Context: an optimization exercise on an open-source flow, tuned for small area, a short achievable clock period and few clock cycles. The choices shown serve that exercise and are no tape-out recipe.
The RTL was checked by simulation tests, not by an equivalence proof against the original design.
The flow treats the clock pin as an ideal source. Dropping or thinning the clock tree relies on that and would not hold on a real chip.
Power figures rest on the tool's default switching activity, not on a simulated workload.

==> job 764: inputs <==
==> flow/design.v <==
module LZ77_Encoder(clk,reset,chardata,valid,encode,finish,offset,match_len,char_nxt);
input               clk;
input               reset;
input       [7:0]   chardata;
output reg          valid;
output              encode;
output reg          finish;
output reg  [3:0]   offset;
output reg  [2:0]   match_len;
output      [7:0]   char_nxt;
assign encode = 1'b1;
reg [79:0] hist;
reg [3:0]  cnt;
reg        st;
reg [9:1]  al;
always @(posedge clk)
    hist <= {hist[71:0], chardata};
reg [3:0] cnt_nx;
always @(*)
    case (cnt)
        4'd0: cnt_nx = 4'd1;
        4'd1: cnt_nx = 4'd2;
        4'd2: cnt_nx = 4'd3;
        4'd3: cnt_nx = 4'd4;
        4'd4: cnt_nx = 4'd5;
        4'd5: cnt_nx = 4'd6;
        4'd6: cnt_nx = 4'd7;
        4'd7: cnt_nx = 4'd8;
        4'd8: cnt_nx = 4'd9;
        default: cnt_nx = 4'd10;
    endcase
always @(posedge clk or posedge reset)
    if (reset) cnt <= 4'd0;
    else       cnt <= cnt_nx;
wire [7:0] cur = hist[7:0];
assign char_nxt = hist[15:8];
wire [9:1] eq;
genvar g;
generate
    for (g = 1; g <= 9; g = g + 1) begin : cmp
        assign eq[g] = (hist[8*g +: 8] == cur);
    end
endgenerate
wire [9:1] vm;
assign vm[1] = cnt[3] | cnt[2] | cnt[1];
assign vm[2] = cnt[3] | cnt[2] | (cnt[1] & cnt[0]);
assign vm[3] = cnt[3] | cnt[2];
assign vm[4] = cnt[3] | (cnt[2] & (cnt[1] | cnt[0]));
assign vm[5] = cnt[3] | (cnt[2] & cnt[1]);
assign vm[6] = cnt[3] | (cnt[2] & cnt[1] & cnt[0]);
assign vm[7] = cnt[3];
assign vm[8] = cnt[3] & (cnt[1] | cnt[0]);
assign vm[9] = cnt[3] & cnt[1];
wire       en = (cnt != 4'd0);
wire [2:0] je = st ? 3'd0 : match_len;
wire [9:1] a  = al & eq & vm;
wire [2:0] jn = {je[2] ^ (je[1] & je[0]), je[1] ^ je[0], ~je[0]};
reg [3:0] enc;
integer k;
always @(*) begin
    enc = 4'd0;
    for (k = 1; k <= 9; k = k + 1)
        if (al[k]) enc = k - 1;
end
wire kill = (a == 9'd0) || (je == 3'd7);
wire nk   = kill | ~en;
wire emit = en & kill & ~finish;
always @(posedge clk) begin
    st        <= nk;
    al        <= a | {9{nk}};
    match_len <= kill ? je : jn;
    offset    <= st ? 4'd0 : enc;
end
always @(posedge clk or posedge reset)
    if (reset) begin
        valid  <= 1'b0;
        finish <= 1'b0;
    end else begin
        valid <= emit;
        if (emit && cur == 8'h24) finish <= 1'b1;
    end
endmodule
==> flow/flow/run.sh <==
#!/bin/bash
# Layout flow: the standard synthesis, then the ORFS layout steps with
# settings from flow/params.sh (port buffer cell, setup margin for
# repair_timing), every logic cell first reset to its smallest drive strength
# so that repair only upsizes what timing needs, the ports buffered by
# flow/ports.tcl, and the clock tree that CTS builds replaced by one level of
# buffers (flow/clocktree.tcl).
# Each tool's output goes to a log file here.
set -euo pipefail
source flow/params.sh
R=orfs/results/$FLOW_PLATFORM/LZ77_Encoder/base
bash standard.sh synth > synth.log 2>&1
if [[ "${DOWNSIZE:-0}" == 1 ]]; then
  IN_DB=$R/1_synth.odb openroad -no_init -exit flow/downsize.tcl > downsize.log 2>&1
fi
export CLK_GROUPS CLK_BUF IN_PORT_BUF OUT_PORT_BUF
bash standard.sh "${MAKEVARS[@]}" POST_CTS_TCL=$PWD/flow/clocktree.tcl \
  DONT_BUFFER_PORTS=1 PRE_GLOBAL_PLACE_TCL=$PWD/flow/ports.tcl finish > layout.log 2>&1
==> flow/flow/clocktree.tcl <==
# POST_CTS hook: replace the clock tree that CTS built with one level of
# clock buffers driven by the clock port. The registers are split into
# CLK_GROUPS groups of about equal size by recursive median cuts of their
# positions; each group gets one buffer (CLK_BUF) at its centre, so every
# register sees the same structure: port -> one buffer -> clock pin.
set block [ord::get_db_block]
set db [ord::get_db]
set ngroups $::env(CLK_GROUPS)
set bufm [$db findMaster $::env(CLK_BUF)]

set clkport [$block findBTerm clk]
set clknet [$clkport getNet]

# every clock pin of a register, wherever in the tree it hangs now
set sinks {}
set cts_insts {}
foreach inst [$block getInsts] {
  set mname [[$inst getMaster] getName]
  if {[regexp {__(df|edf|sdf)} $mname]} {
    set ck [$inst findITerm CLK]
    if {$ck ne "NULL"} { lappend sinks $ck }
  }
}
# the buffers CTS made: instances whose output drives a clock net
foreach net [$block getNets] {
  if {[$net getSigType] ne "CLOCK"} continue
  foreach it [$net getITerms] {
    set inst [$it getInst]
    set mname [[$inst getMaster] getName]
    if {[regexp {__(clkbuf|clkinv|buf|inv|bufinv|clkdly)} $mname] && [$it isOutputSignal]} {
      lappend cts_insts $inst
    }
  }
}
set cts_insts [lsort -unique $cts_insts]
puts "clocktree: [llength $sinks] sinks, removing [llength $cts_insts] CTS cells"
set oldnets {}
foreach inst $cts_insts {
  foreach it [$inst getITerms] {
    set n [$it getNet]
    if {$n ne "NULL" && $n ne $clknet} { lappend oldnets $n }
    $it disconnect
  }
  odb::dbInst_destroy $inst
}
foreach ck $sinks { if {[$ck getNet] ne "NULL"} { $ck disconnect } }
foreach n [lsort -unique $oldnets] {
  if {[llength [$n getITerms]] == 0 && [llength [$n getBTerms]] == 0} { odb::dbNet_destroy $n }
}

proc pin_xy {it} {
  set inst [$it getInst]
  set b [$inst getBBox]
  return [list [expr {([$b xMin] + [$b xMax]) / 2}] [expr {([$b yMin] + [$b yMax]) / 2}]]
}
proc split_groups {items n axis} {
  if {$n <= 1} { return [list $items] }
  set keyed {}
  foreach it $items { lappend keyed [list [lindex [pin_xy $it] $axis] $it] }
  set keyed [lsort -integer -index 0 $keyed]
  set n1 [expr {$n / 2}]
  set cut [expr {int(round([llength $keyed] * double($n1) / $n))}]
  set a {}; set b {}
  set i 0
  foreach k $keyed { if {$i < $cut} { lappend a [lindex $k 1] } else { lappend b [lindex $k 1] }; incr i }
  set nx [expr {1 - $axis}]
  return [concat [split_groups $a $n1 $nx] [split_groups $b [expr {$n - $n1}] $nx]]
}
# cut first across the longer side of the sink region
set xs {}; set ys {}
foreach ck $sinks { lassign [pin_xy $ck] x y; lappend xs $x; lappend ys $y }
set xs [lsort -integer $xs]; set ys [lsort -integer $ys]
set axis [expr {([lindex $xs end] - [lindex $xs 0]) >= ([lindex $ys end] - [lindex $ys 0]) ? 0 : 1}]
set groups [split_groups $sinks $ngroups $axis]

set gi 0
foreach g $groups {
  set sx 0; set sy 0
  foreach ck $g { lassign [pin_xy $ck] x y; set sx [expr {$sx + $x}]; set sy [expr {$sy + $y}] }
  set cx [expr {$sx / [llength $g]}]; set cy [expr {$sy / [llength $g]}]
  set buf [odb::dbInst_create $block $bufm "clkbuf_root_$gi"]
  set net [odb::dbNet_create $block "clknet_root_$gi"]
  $net setSigType CLOCK
  [$buf findITerm A] connect $clknet
  [$buf findITerm X] connect $net
  foreach ck $g { $ck connect $net }
  $buf setLocation [expr {$cx - [$bufm getWidth] / 2}] [expr {$cy - [$bufm getHeight] / 2}]
  $buf setPlacementStatus PLACED
  puts "clocktree: group $gi: [llength $g] sinks, buffer at $cx $cy"
  incr gi
}
detailed_placement
check_placement -verbose
estimate_parasitics -placement
report_clock_latency -include_internal_latency
report_clock_skew
==> flow/flow/downsize.tcl <==
# Swap every logic cell to the smallest-area cell of its family (same
# function, other drive strength). Flip-flops keep their type.
read_db $::env(IN_DB)
set db [ord::get_db]
set fam {}
foreach lib [$db getLibs] {
  foreach m [$lib getMasters] {
    set n [$m getName]
    if {[regexp {^(sky130_fd_sc_hd__[a-z0-9]+)_([0-9]+)$} $n -> base drv]} {
      dict lappend fam $base $m
    }
  }
}
set swapped 0
foreach inst [[ord::get_db_block] getInsts] {
  set m [$inst getMaster]
  set n [$m getName]
  if {![regexp {^(sky130_fd_sc_hd__[a-z0-9]+)_([0-9]+)$} $n -> base drv]} continue
  if {[regexp {__(df|edf|sdf|dl|sedf|clk|conb|tap|fill|decap)} $n]} continue
  set best $m
  set ba [expr {[$m getWidth] * [$m getHeight]}]
  foreach c [dict get $fam $base] {
    set a [expr {[$c getWidth] * [$c getHeight]}]
    if {$a < $ba} { set best $c; set ba $a }
  }
  if {$best ne $m} {
    $inst swapMaster $best
    incr swapped
  }
}
puts "downsized $swapped instances"
write_db $::env(IN_DB)
==> flow/flow/params.sh <==
DOWNSIZE=1
CLK_GROUPS=4
CLK_BUF=sky130_fd_sc_hd__buf_12
IN_PORT_BUF=sky130_fd_sc_hd__buf_1
OUT_PORT_BUF=sky130_fd_sc_hd__buf_2
MAKEVARS=("CTS_ARGS=-sink_clustering_enable -repair_clock_nets -dont_use_dummy_load -sink_clustering_size 30 -buf_list sky130_fd_sc_hd__clkbuf_8" SETUP_SLACK_MARGIN=9.45 CORE_UTILIZATION=60 PLACE_DENSITY=0.7)
==> flow/flow/ports.tcl <==
# PRE_GLOBAL_PLACE hook: buffer every input and output port, with a small
# buffer on the inputs (which have timing slack) and a faster one on the
# outputs. ORFS's own port buffering is turned off (DONT_BUFFER_PORTS=1).
buffer_ports -inputs -buffer_cell $::env(IN_PORT_BUF)
buffer_ports -outputs -buffer_cell $::env(OUT_PORT_BUF)
==> flow/standard.sh <==
#!/bin/bash
# synth_recipe.tcl (not shown) runs the flow's synth.tcl, then flattens the netlist and writes it again
# the make line also repeats each setting of config.mk as NAME=value (left out here)
make -C /OpenROAD-flow-scripts/flow DESIGN_CONFIG=/design/flow/config.mk WORK_HOME=/design/flow/orfs CLKGATE_MAP_FILE= SYNTH_SCRIPT=/design/flow/synth_recipe.tcl "${@:-finish}"
==> flow/config.mk <==
export PLATFORM = sky130hd
export DESIGN_NAME = LZ77_Encoder
export DESIGN_NICKNAME = LZ77_Encoder
export VERILOG_FILES = /design/flow/design.v
export SDC_FILE = /design/flow/constraint.sdc
export NUM_CORES = 8
export LEC_CHECK = 0
export CAP_MARGIN = 40
export CORE_MARGIN = 2
export CORE_UTILIZATION = 30
export PLACE_DENSITY = 0.35
export SLEW_MARGIN = 40
==> flow/constraint.sdc <==
create_clock -name core_clock -period 13.0 [get_ports {clk}]
set_input_delay 2.6000 -clock core_clock [delete_from_list [all_inputs] [get_ports {clk}]]
set_output_delay 2.6000 -clock core_clock [all_outputs]
set_load 0.01 [all_outputs]
==> job 4541 (differences from job 764) <==
==> flow/design.v, changed modules only <==
module LZ77_Encoder(clk,reset,chardata,valid,encode,finish,offset,match_len,char_nxt);
input               clk;
input               reset;
input       [7:0]   chardata;
output reg          valid;
output              encode;
output reg          finish;
output reg  [3:0]   offset;
output reg  [2:0]   match_len;
output      [7:0]   char_nxt;
assign encode = 1'b1;
reg [79:0] hist;
reg [3:0]  cnt;
reg        st;
reg [9:1]  al;
always @(posedge clk)
    hist <= {hist[71:0], chardata};
reg [3:0] cnt_nx;
always @(*)
    case (cnt)
        4'd0: cnt_nx = 4'd1;
        4'd1: cnt_nx = 4'd2;
        4'd2: cnt_nx = 4'd3;
        4'd3: cnt_nx = 4'd4;
        4'd4: cnt_nx = 4'd5;
        4'd5: cnt_nx = 4'd6;
        4'd6: cnt_nx = 4'd7;
        4'd7: cnt_nx = 4'd8;
        default: cnt_nx = 4'd9;
    endcase
always @(posedge clk or posedge reset)
    if (reset) cnt <= 4'd0;
    else       cnt <= cnt_nx;
wire [7:0] cur = hist[7:0];
assign char_nxt = hist[15:8];
wire [9:1] eq;
genvar g;
generate
    for (g = 1; g <= 9; g = g + 1) begin : cmp
        assign eq[g] = (hist[8*g +: 8] == cur);
    end
endgenerate
wire [9:1] mask;
assign mask[1] = |cnt;
assign mask[2] = cnt[3] | cnt[2] | cnt[1];
assign mask[3] = cnt[3] | cnt[2] | (cnt[1] & cnt[0]);
assign mask[4] = cnt[3] | cnt[2];
assign mask[5] = cnt[3] | (cnt[2] & (cnt[1] | cnt[0]));
assign mask[6] = cnt[3] | (cnt[2] & cnt[1]);
assign mask[7] = cnt[3] | (cnt[2] & cnt[1] & cnt[0]);
assign mask[8] = cnt[3];
assign mask[9] = cnt[3] & cnt[0];
wire       en = (cnt != 4'd0);
wire [2:0] je = st ? 3'd0 : match_len;
wire [9:1] a  = al & eq;
wire [2:0] jn = {je[2] ^ (je[1] & je[0]), je[1] ^ je[0], ~je[0]};
reg [3:0] enc;
integer k;
always @(*) begin
    enc = 4'd0;
    for (k = 1; k <= 9; k = k + 1)
        if (a[k]) enc = k - 1;
end
wire kill = (a == 9'd0) || (je == 3'd7);
wire nk   = kill | ~en;
wire emit = en & kill & ~finish;
always @(posedge clk) begin
    st        <= nk;
    al        <= nk ? mask : a;
    match_len <= kill ? je : jn;
    if (!(kill && !st)) offset <= enc;
end
always @(posedge clk or posedge reset)
    if (reset) begin
        valid  <= 1'b0;
        finish <= 1'b0;
    end else begin
        valid <= emit;
        if (emit && cur == 8'h24) finish <= 1'b1;
    end
endmodule
==> flow/flow/run.sh (replaced) <==
#!/bin/bash
# Layout flow: the standard synthesis, then the ORFS layout steps with
# settings from flow/params.sh (port buffer cell, setup margin for
# repair_timing), every logic cell first reset to its smallest drive strength
# so that repair only upsizes what timing needs, and the clock tree that CTS
# builds replaced by one level of buffers (flow/clocktree.tcl).
# Each tool's output goes to a log file here.
set -euo pipefail
source flow/params.sh
R=orfs/results/$FLOW_PLATFORM/LZ77_Encoder/base
bash standard.sh synth > synth.log 2>&1
if [[ "${DOWNSIZE:-0}" == 1 ]]; then
  IN_DB=$R/1_synth.odb openroad -no_init -exit flow/downsize.tcl > downsize.log 2>&1
fi
export CLK_GROUPS CLK_BUF
bash standard.sh "${MAKEVARS[@]}" POST_CTS_TCL=$PWD/flow/clocktree.tcl finish > layout.log 2>&1
==> flow/flow/params.sh (replaced) <==
DOWNSIZE=1
CLK_GROUPS=4
CLK_BUF=sky130_fd_sc_hd__clkbuf_16
MAKEVARS=("BUFFER_PORTS_ARGS=-buffer_cell sky130_fd_sc_hd__buf_2" "CTS_ARGS=-sink_clustering_enable -repair_clock_nets -dont_use_dummy_load -sink_clustering_size 30 -buf_list sky130_fd_sc_hd__clkbuf_8" SETUP_SLACK_MARGIN=9.75)
removed: flow/flow/ports.tcl
==> job 7270 (differences from job 764) <==
==> flow/flow/run.sh (replaced) <==
#!/bin/bash
# Layout flow: the standard synthesis, then the ORFS layout steps with
# settings from flow/params.sh, and these changes:
#  - flow/resynth.tcl: the logic re-mapped for area (optional) and every logic
#    cell reset to its smallest drive strength, so that repair only upsizes
#    what timing needs;
#  - flow/ports.tcl: smaller buffers on the input ports;
#  - flow/clocktree.tcl: the clock tree that CTS builds replaced by one level
#    of buffers driven by the clock port.
# Each tool's output goes to a log file here.
set -euo pipefail
source flow/params.sh
R=orfs/results/$FLOW_PLATFORM/LZ77_Encoder/base
bash standard.sh synth > synth.log 2>&1
IN_DB=$R/1_synth.odb IN_SDC=$R/1_synth.sdc RESTRUCTURE=${RESTRUCTURE:-0} \
  openroad -no_init -exit flow/resynth.tcl > resynth.log 2>&1
export CLK_GROUPS CLK_BUF IN_PORT_BUF OUT_PORT_BUF
bash standard.sh "${MAKEVARS[@]}" POST_CTS_TCL=$PWD/flow/clocktree.tcl \
  "BUFFER_PORTS_ARGS=-buffer_cell $OUT_PORT_BUF" POST_GLOBAL_PLACE_TCL=$PWD/flow/ports.tcl finish > layout.log 2>&1
==> flow/flow/params.sh (replaced) <==
RESTRUCTURE=0
CLK_GROUPS=4
CLK_BUF=sky130_fd_sc_hd__buf_12
IN_PORT_BUF=sky130_fd_sc_hd__buf_1
OUT_PORT_BUF=sky130_fd_sc_hd__buf_2
MAKEVARS=("CTS_ARGS=-sink_clustering_enable -repair_clock_nets -dont_use_dummy_load -sink_clustering_size 30 -buf_list sky130_fd_sc_hd__clkbuf_8" SETUP_SLACK_MARGIN=9.45)
==> flow/flow/ports.tcl (replaced) <==
# POST_GLOBAL_PLACE hook: ORFS has buffered every port with BUFFER_PORTS_ARGS'
# cell; the input buffers (instances inputN), whose paths have timing slack,
# get the smaller IN_PORT_BUF cell instead.
set m [[ord::get_db] findMaster $::env(IN_PORT_BUF)]
foreach inst [[ord::get_db_block] getInsts] {
  if {[regexp {^input[0-9]+$} [$inst getName]] && [regexp {__buf_} [[$inst getMaster] getName]]} {
    puts "ports: [$inst getName] -> $::env(IN_PORT_BUF)"
    $inst swapMaster $m
  }
}
==> flow/flow/resynth.tcl (new file) <==
# After the standard synthesis: re-map the combinational logic for area
# with OpenROAD's restructure (ABC), then swap every logic cell to the
# smallest-area cell of its family (same function, other drive strength), so
# that the later repair steps only upsize what timing needs. Registers are
# not touched.
set lib $::env(FLOW_HOME)/platforms/$::env(FLOW_PLATFORM)/lib/sky130_fd_sc_hd__tt_025C_1v80.lib
read_liberty $lib
read_db $::env(IN_DB)
read_sdc $::env(IN_SDC)
report_design_area
if {$::env(RESTRUCTURE)} {
  file mkdir restructure_work
  restructure -liberty_file $lib -target area \
    -tiehi_port sky130_fd_sc_hd__conb_1/HI -tielo_port sky130_fd_sc_hd__conb_1/LO \
    -work_dir restructure_work
  report_design_area
}
set db [ord::get_db]
set fam {}
foreach l [$db getLibs] {
  foreach m [$l getMasters] {
    set n [$m getName]
    if {[regexp {^(sky130_fd_sc_hd__[a-z0-9]+)_([0-9]+)$} $n -> base drv]} {
      dict lappend fam $base $m
    }
  }
}
set swapped 0
foreach inst [[ord::get_db_block] getInsts] {
  set m [$inst getMaster]
  set n [$m getName]
  if {[regexp {lpflow|probe} $n]} { error "don't-use cell $n in the netlist" }
  if {![regexp {^(sky130_fd_sc_hd__[a-z0-9]+)_([0-9]+)$} $n -> base drv]} continue
  if {[regexp {__(df|edf|sdf|dl|sedf|clk|conb|tap|fill|decap)} $n]} continue
  set best $m
  set ba [expr {[$m getWidth] * [$m getHeight]}]
  foreach c [dict get $fam $base] {
    set a [expr {[$c getWidth] * [$c getHeight]}]
    if {$a < $ba} { set best $c; set ba $a }
  }
  if {$best ne $m} {
    $inst swapMaster $best
    incr swapped
  }
}
puts "downsized $swapped instances"
report_design_area
write_db $::env(IN_DB)
removed: flow/flow/downsize.tcl
==> qor summary <==
| metric | job 4541 | job 764 | job 7270 |
|---|---|---|---|
| Outcome | complete, no violations | complete, no violations | complete, no violations |
| Mapped Cells | 325 | 291 | 291 |
| Mapped Nets | 340 | 307 | 307 |
| Proportion of power drawn by combinational gates | 8.9% | 5.1% | 6.0% |
| Fmax | 0.305 GHz | 0.314 GHz | 0.306 GHz |
| Delay of the slowest cell on the worst path | 0.37 ns | - | 0.40 ns |
| Largest voltage drop on the vdd net | 78.4 µV | 155 µV | 68.9 µV |
| Flop pwr share | 65.5% | 70.3% | 68.5% |
| Worst Tran Pin Value | 0.653 ns | 0.743 ns | 0.807 ns |
| Share of the core filled with cells | 35.3% | 63.8% | 33.8% |
| Die area | 0.0129 mm² | 0.00626 mm² | 0.0122 mm² |
| CP max-delay cell | edfxtp_1 | - | dfrtp_1 |
| Total global routing track utilization | 12.7% | 19.3% | 12.0% |
| Via-per-instance ratio | 4.45 | 5.37 | 4.25 |
| Crit path max fanout | 1 | 3 | 3 |
| Internal Power | 418 µW | 396 µW | 398 µW |
| Reg2reg setup slack | 10.18 ns | 10.24 ns | 10.12 ns |
| Worst reg2reg path depth | 7 | 6 | 6 |
| Share of the clock period used by the worst path after layout | 25.2% | 24.5% | 25.2% |
| Fin crit period | 3.28 ns | 3.18 ns | 3.27 ns |
| Switching pwr | 117 µW | 101 µW | 109 µW |
| Leakage power summed over all cells | 0.00155 µW | 0.00140 µW | 0.00149 µW |
| Global Route met3 Usage | 3.19% | 5.11% | 3.29% |
| Seq/total area | 52.6% | 59.9% | 56.6% |
Testbench counts of job 764, summed over its fixed seeds: cycles 24,720.
Testbench counts of job 4541, summed over its fixed seeds: cycles 24,720.
Testbench counts of job 7270, summed over its fixed seeds: cycles 24,720.
No run of this note takes its clock network from TritonCTS; it comes from the design's own scripts or RTL.

## afterwards: timing with drivers on the ports
The results above use ideal ports. As a check the final layouts listed here were re-extracted and re-timed, cells and wires unchanged. Step 1 assumes that a clkbuf_16 drives the clock port and a buf_2 every other input. Step 2 also shifts input and output timing later by t, the mid clock arrival at the registers, as if the neighbouring blocks saw the same clock. Three values: ideal, step 1, step 2; two values: the first two.
run | shift t [ns] | setup WS [ns] | worst hold slack (ns)
job 764 | 0.210 | 9.820 / 9.736 / 9.947 | 0.356 / 0.356 / 0.356
job 4541 | 0.239 | 9.722 / 9.641 / 9.880 | 0.363 / 0.363 / 0.363
job 7270 | 0.219 | 9.727 / 9.641 / 9.860 | 0.366 / 0.367 / 0.367
After both steps setup and hold are still met in every run listed.
